From an optimization exercise on the open Yosys and OpenROAD flow, aimed at small area; shortcuts taken in it are not production practice. Only simulation tests tie the RTL to the original design; equivalence was not proved.

==> flow/design.v <==
module sin_cos (
  input Clk,
  input rst,
  output reg signed [7:0] data_sin,
  output reg signed [7:0] data_cos);
    reg [7:0] sine [0:359];
    integer i_sin;
    integer i_cos;
    initial begin
        $readmemh("sine.hex", sine);
    end
    always@ (posedge(Clk))
    begin
        if (rst) begin
            data_sin <= 0;
            i_sin <= 0;
        end else begin
            data_sin <= sine[i_sin];
            if(i_sin + 26 >= 359)
                i_sin <= 0;
            else
                i_sin <= i_sin + 26;
        end
    end
    always@ (posedge(Clk))
    begin
        if (rst) begin
            data_cos <= 0;
            i_cos <= 90;
        end else begin
            data_cos <= sine[i_cos];
            if(i_cos + 37 >= 359)
                i_cos <= 0;
            else
                i_cos <= i_cos + 37;
        end
    end
endmodule
module pam_mixer(
  input clk,
  input [1:0] data_in,
  input signed [7:0] sin_in,
  output signed [7:0] signal_out
);
  wire signed [2:0] signed_data_in;
  wire signed [10:0] temp_storage;
  assign signed_data_in = data_in;
  assign temp_storage = sin_in*signed_data_in;
  assign signal_out = temp_storage>>>1;
endmodule
module moving_avg_filt(
  input clk,
  input signed [7:0] signal_in,
  output reg signed [7:0] signal_out
  );
  parameter N = 64;  
  reg signed [7:0] input_signal_queue [0:N-1];
  reg signed [13:0] signal_in_sum;
  integer iter;
  always @ (posedge clk) begin
    input_signal_queue[0] <= signal_in;
    for (iter = 0; iter < N - 1; iter = iter + 1)
    begin
      input_signal_queue[iter + 1] <= input_signal_queue[iter];
    end  
  end
  always@(*) begin
    signal_in_sum = 0;
    for (iter = 0; iter < N; iter = iter + 1) begin
      signal_in_sum = signal_in_sum + input_signal_queue[iter];
    end
  end
  always@(posedge clk) begin
    signal_out <= signal_in_sum >>> 6;
  end  
endmodule
module qam_demodulator(
  input clk,
  input signed [7:0] input_signal,
  output reg [1:0] data_demod
  );
  reg signed [7:0] mod_value;
  wire signed [7:0] avg_filt_out;
  moving_avg_filt mov_avg(
    clk,
    mod_value,
    avg_filt_out
    );
  always @ ( posedge clk ) begin
    if (input_signal < 0)
      mod_value <= 255 - input_signal;
    else
      mod_value <= input_signal;
  end
  always @ ( * ) begin
    if (avg_filt_out <= 9) data_demod = 0;
    else if (avg_filt_out <= 28) data_demod = 1;
    else if (avg_filt_out <= 47) data_demod = 2;
    else data_demod = 3;
  end
endmodule
module pam_modem (
  input clk,
  input rst,
  input [1:0] data_in,
  input signed [7:0] rx_in,
  output signed [7:0] tx_out,
  output signed [7:0] cos_out,
  output [1:0] rx_data
);
  wire signed [7:0] sin_w;
  sin_cos u_carrier (
    .Clk(clk),
    .rst(rst),
    .data_sin(sin_w),
    .data_cos(cos_out)
  );
  pam_mixer u_mixer (
    .clk(clk),
    .data_in(data_in),
    .sin_in(sin_w),
    .signal_out(tx_out)
  );
  qam_demodulator u_demod (
    .clk(clk),
    .input_signal(rx_in),
    .data_demod(rx_data)
  );
endmodule
==> flow/sine.hex <==
00
01
02
03
04
05
06
07
08
0a
0b
0c
0d
0e
0f
10
11
12
13
14
15
16
17
19
1a
1b
1c
1d
1e
1f
1f
20
21
22
23
24
25
26
27
28
29
29
2a
2b
2c
2d
2e
2e
2f
30
31
31
32
33
33
34
35
35
36
36
37
37
38
39
39
3a
3a
3a
3b
3b
3c
3c
3c
3d
3d
3d
3e
3e
3e
3e
3f
3f
3f
3f
3f
3f
3f
3f
3f
3f
3f
3f
3f
3f
3f
3f
3f
3f
3f
3f
3f
3e
3e
3e
3e
3d
3d
3d
3c
3c
3c
3b
3b
3a
3a
3a
39
39
38
37
37
36
36
35
35
34
33
33
32
31
31
30
2f
2e
2e
2d
2c
2b
2a
29
29
28
27
26
25
24
23
22
21
20
20
1f
1e
1d
1c
1b
1a
19
17
16
15
14
13
12
11
10
0f
0e
0d
0c
0b
0a
08
07
06
05
04
03
02
01
00
ff
fe
fd
fc
fb
fa
f9
f8
f6
f5
f4
f3
f2
f1
f0
ef
ee
ed
ec
eb
ea
e9
e7
e6
e5
e4
e3
e2
e1
e1
e0
df
de
dd
dc
db
da
d9
d8
d7
d7
d6
d5
d4
d3
d2
d2
d1
d0
cf
cf
ce
cd
cd
cc
cb
cb
ca
ca
c9
c9
c8
c7
c7
c6
c6
c6
c5
c5
c4
c4
c4
c3
c3
c3
c2
c2
c2
c2
c1
c1
c1
c1
c1
c1
c1
c1
c1
c1
c1
c1
c1
c1
c1
c1
c1
c1
c1
c1
c1
c2
c2
c2
c2
c3
c3
c3
c4
c4
c4
c5
c5
c6
c6
c6
c7
c7
c8
c9
c9
ca
ca
cb
cb
cc
cd
cd
ce
cf
cf
d0
d1
d2
d2
d3
d4
d5
d6
d7
d7
d8
d9
da
db
dc
dd
de
df
e0
e0
e1
e2
e3
e4
e5
e6
e7
e9
ea
eb
ec
ed
ee
ef
f0
f1
f2
f3
f4
f5
f6
f8
f9
fa
fb
fc
fd
fe
ff
==> flow/run.sh <==
#!/bin/bash
# synth_recipe.tcl (not shown) runs the flow's synth.tcl, then flattens the netlist and writes it again
# the make line also repeats each setting of config.mk as NAME=value (left out here)
make -C /OpenROAD-flow-scripts/flow DESIGN_CONFIG=/design/flow/config.mk WORK_HOME=/design/flow/orfs CLKGATE_MAP_FILE= SYNTH_SCRIPT=/design/flow/synth_recipe.tcl finish
==> flow/config.mk <==
export PLATFORM = sky130hd
export DESIGN_NAME = pam_modem
export DESIGN_NICKNAME = pam_modem
export VERILOG_FILES = /design/flow/design.v
export SDC_FILE = /design/flow/constraint.sdc
export NUM_CORES = 4
export LEC_CHECK = 0
export CAP_MARGIN = 20
export CORE_MARGIN = 2
export CORE_UTILIZATION = 40
export SLEW_MARGIN = 20
==> flow/constraint.sdc <==
create_clock -name core_clock -period 10.0 [get_ports {clk}]
set_input_delay 2.0000 -clock core_clock [delete_from_list [all_inputs] [get_ports {clk}]]
set_output_delay 2.0000 -clock core_clock [all_outputs]
set_load 0.01 [all_outputs]
==> flow_summary_export.csv <==
group,metric,value,unit
run_status,status,"no timing/DRC/antenna violations",
synth,syn-mean-instance-area,11.0,um2
global_route,globalRouteOverflowTotal,0,
finish,final-seq-area,12100,um2
job,drv.max_cap_violation_count,0,
die,initial_cell_density_of_the_core,40.4,%
setup_path,critPathCaptureType,"flip-flop",
setup_path,rr_endpoint,"u_demod.mov_avg.signal_out[7]",
cts,maximum_buffer_depth_of_the_clock_tree,3,
global_route,vias_in_the_first_global_route,20300,
placed_design,placedInstanceArea,34400,um2
sta,setup-tns-final,0,ns
cts,clockRootBuffer,"sky130_fd_sc_hd__clkbuf_16",
cts,cts_tree,"yes",
setup_path,cpPeakStageDelay,0.61,ns
synth,yosys_most_used_dff,"sky130_fd_sc_hd__dfxtp_1",
global_route,antenna_found_initial,0,
setup_path,crit-reg2reg-launch,"u_demod.mov_avg.input_signal_queue[3][4]",
cts,clock_tree.htree_level_count,3,
sta,final_hold_viol_count,0,
finish,area_growth,10.8,%
drt,routedWlPerCell,13.1,um
cts,cts_repair_resize_count,0,
die,die_height,292,um
cts,numCtsBuffers,67,
global_route,pin_count_of_the_biggest_net_entering_global_routing,71,
drt,route.vias.total,18700,
setup_path,slowest_cell_on_crit_path,"sky130_fd_sc_hd__a221oi_1",
finish,area_of_the_multi_input_gates,17600,um2
sta,maxSlewHeadroom,37.5,%
setup_path,critical_path.cell_chain,"inv_1 -> fa_1 -> inv_1 -> fa_1 -> fa_1 -> fa_1 -> fa_1 -> fa_1 -> fa_1 -> fa_1 -> fa_1 -> inv_1 -> fa_1 -> inv_1 -> ha_1 -> o21ai_0 -> a221oi_1 -> o41ai_1 -> o21ai_0 -> nor4_1 -> nor3_1 -> xnor2_1",
die,fp.dieW,292,um
drt,routed_via_density,4.51,
synth,share_of_flip_flops_with_an_asynchronous_set_or_reset,0,%
drt,detail_route.first_pass.iterations,5,
drt,drtAntennaViolNets,0,
finish,fillCellCount,7745,
setup_path,crit_top_cell,"sky130_fd_sc_hd__fa_1",
synth,post_synth_inst_count,3010,
placed_design,hpwlAfterDp,41200,um
sta,largest_clock_skew_in_the_final_design,0.0320,ns
finish,num-nets-final,3681,
sta,setup_viol_count_final,0,
setup_path,rr_worst_depth,22,
synth,number_of_storage_elements_in_the_synthesis_netlist,605,
setup_path,cp-startpoint,"u_demod.mov_avg.input_signal_queue[3][4]",
finish,post_route_cells_drive_above_1_share,5.20,%
cts,clk-insertion-delay-late,0.62,ns
setup_path,setup_slack_on_the_worst_flop_to_flop_path,2.01,ns
placed_design,place.gp.congestion,0.824,
global_route,grt_pass1_wl,99000,um
setup_path,startpoint_types,"flip-flop",
drt,routed_wl,54400,um
die,fp.dieArea,85000,um2
synth,synth_seq_area_share,36.6,%
die,row_count,105,
sta,slew_viol_final,0,
sta,rsz0062_at_grt,"false",
synth,syn_area,33100,um2
setup_path,critPathArrivalTime,8.53,ns
drt,drt_iter0_drc,865,
setup_path,critical_path_class,"flip-flop to flip-flop",
sta,worst_slew_pin_slew,0.937,ns
setup_path,cp_data_required_time,10.54,ns
synth,yosys.cell_types.count,80,
synth,postSynthNetCount,3664,
global_route,grt_util_all_layers,14.0,%
placed_design,buffer_ports.inserted,29,
sta,max_clock_freq,0.125,GHz
die,ioPinCount,30,
cts,clk_sinks,605,
finish,final_design_area_no_fill,36700,um2
cts,clkTransAtPathRegs,0.06,ns
cts,holdBufCountCts,0,
cts,postCtsSetupRepairBufs,0,
die,core_area,82000,um2
min_path,worstHoldPathType,"flip-flop to flip-flop",
setup_path,worst_setup_path_endpoint,"u_demod.mov_avg.signal_out[7]",
sta,period_needed,7.99,ns
setup_path,cp_max_fo,4,
drt,drc,0,
finish,antenna_cells_inserted,0,
sta,finalCritPeriodShare,79.9,%
synth,synth-edff-count,0,
synth,synth.yosys.warnings,4,
-- flip-flops by register name, indices dropped and copies added (netlist names) --
register,flops
u_demod.mov_avg.input_signal_queue,512
u_demod.mov_avg.signal_out,8
u_demod.mod_value,8
u_carrier.data_sin,7
u_carrier.i_sin,31
u_carrier.data_cos,7
u_carrier.i_cos,32
-- logic make-up (layout without fill, tap and decap cells) --
family                   count (synthesis)  after routing  synth area share [%]
buffers and inverters                  893            957                  10.2
adder cells (fa/ha/maj)                642            642                  36.6
flip-flops                             605            605                  36.6
AND/OR/NAND/NOR                        437            437                  6.76
AO/OA/AOI/OAI                          318            318                  6.42
XOR/XNOR                                85             85                  2.25
multiplexers                            29             29                  1.16
other                                    1              1                0.0113
-- layout make-up --
class / instances / share of cell area (%)
sequential: 605 / 33.0
clock buffer: 91 / 5.15
clock inverter: 25 / 0.918
inverter: 799 / 8.18
tap: 1070 / 3.65
multi-input combinational: 1512 / 48.0
timing repair buffer: 42 / 1.06
-- critical path, delay by kind of cell, from the launching register on --
family / cells / cell delay (ns)
adders and majority gates: 11 / 5.58
AOI/OAI and AO/OA: 4 / 1.36
DFF: 1 / 0.32
and+or+nand+nor: 2 / 0.32
buffers and inverters: 4 / 0.20
xor gates and xnor gates: 1 / 0.14
-- cell usage in the layout (no fill, tap or decap), types with 18 or more instances in the layout --
cell type	netlist	routed
sky130_fd_sc_hd__nand2_1	83	83
sky130_fd_sc_hd__o21ai_0	66	66
sky130_fd_sc_hd__nand4_1	21	21
sky130_fd_sc_hd__a21oi_1	88	88
sky130_fd_sc_hd__mux2i_1	18	18
sky130_fd_sc_hd__ha_1	100	100
sky130_fd_sc_hd__and2_1	21	21
sky130_fd_sc_hd__nand3_1	41	41
sky130_fd_sc_hd__nor2_1	126	126
sky130_fd_sc_hd__clkbuf_16	0	67
sky130_fd_sc_hd__xnor2_1	54	54
sky130_fd_sc_hd__clkdlybuf4s50_1	0	29
sky130_fd_sc_hd__fa_1	542	542
sky130_fd_sc_hd__xor2_1	31	31
sky130_fd_sc_hd__dfxtp_1	605	603
sky130_fd_sc_hd__nor2b_1	19	19
sky130_fd_sc_hd__a211oi_1	23	23
sky130_fd_sc_hd__inv_1	796	796
sky130_fd_sc_hd__nor3_1	35	35
-- routing by layer --
layer	routed length (um)	vias to the layer above	global-route usage, %	part of all wire, %
met3	2050	82	2.02	3.8
met2	25700	288	22.7	47
li1	-	9190	-	-
met1	25500	9134	19.5	47
met5	0	-	0	0
met4	1140	0	4.53	2.1
-- worst min path at each step --
stage / startpoint / endpoint / cells past startpoint
after global placement: u_demod.mod_value[1] / u_demod.mov_avg.input_signal_queue[0][1] / 0
after CTS: u_demod.mov_avg.input_signal_queue[24][4] / u_demod.mov_avg.input_signal_queue[25][4] / 0
after floorplan: u_demod.mod_value[0] / u_demod.mov_avg.input_signal_queue[0][0] / 0
after global routing: u_demod.mov_avg.input_signal_queue[24][4] / u_demod.mov_avg.input_signal_queue[25][4] / 0
after detailed placement: u_demod.mod_value[1] / u_demod.mov_avg.input_signal_queue[0][1] / 0
final: u_demod.mov_avg.input_signal_queue[53][3] / u_demod.mov_avg.input_signal_queue[54][3] / 0
-- synth_stat cells, types with 23 or more instances --
library cell	count	area share, %
sky130_fd_sc_hd__inv_1	796	9.0
sky130_fd_sc_hd__dfxtp_1	605	37
sky130_fd_sc_hd__fa_1	542	33
sky130_fd_sc_hd__nor2_1	126	1.4
sky130_fd_sc_hd__ha_1	100	3.8
sky130_fd_sc_hd__a21oi_1	88	1.3
sky130_fd_sc_hd__nand2_1	83	0.94
sky130_fd_sc_hd__o21ai_0	66	1.0
sky130_fd_sc_hd__clkbuf_1	61	0.69
sky130_fd_sc_hd__xnor2_1	54	1.4
sky130_fd_sc_hd__nand3_1	41	0.62
sky130_fd_sc_hd__nor3_1	35	0.53
sky130_fd_sc_hd__xor2_1	31	0.82
sky130_fd_sc_hd__a211oi_1	23	0.52
-- through the flow --
step	std cells	utilization (%)	setup slack (ns)	hold slack [ns]
after global placement	4028	42.0	2.03	0.311
after detailed placement	4028	42.0	2.02	0.312
after global routing	4144	44.7	1.53	0.328
after floorplan	3010	-	2.63	0.310
after CTS	4144	44.7	1.98	0.322
final	4144	44.7	2.01	0.326

==> afterwards: timing with drivers on the ports <==
Ports are ideal in the flow. The routed layout listed here was re-timed in OpenROAD.
Step 1 (the two cells are an assumption about what drives the block):
set clk [get_ports {clk}]
set_driving_cell -lib_cell sky130_fd_sc_hd__clkbuf_16 $clk
set_driving_cell -lib_cell sky130_fd_sc_hd__buf_2 [delete_from_list [all_inputs] $clk]
Step 2, shift: input delay + t, output delay - t, t = (earliest + latest rising clock arrival at the registers) / 2. This alone moves slack from input paths to output paths.
Three values: ideal, step 1, step 2; two values: the first two.
shift t [ns]: 0.657
setup slack, ns: 2.010 / 2.010 / 2.010
slew at the worst register clock pin (ns): 0.06 / 0.06
cell pins on the clock port's net: 1
After both steps setup and hold are still met in this run. The setup slack of this run moves by 0.000 ns with the drivers and by 0.000 ns with both steps.
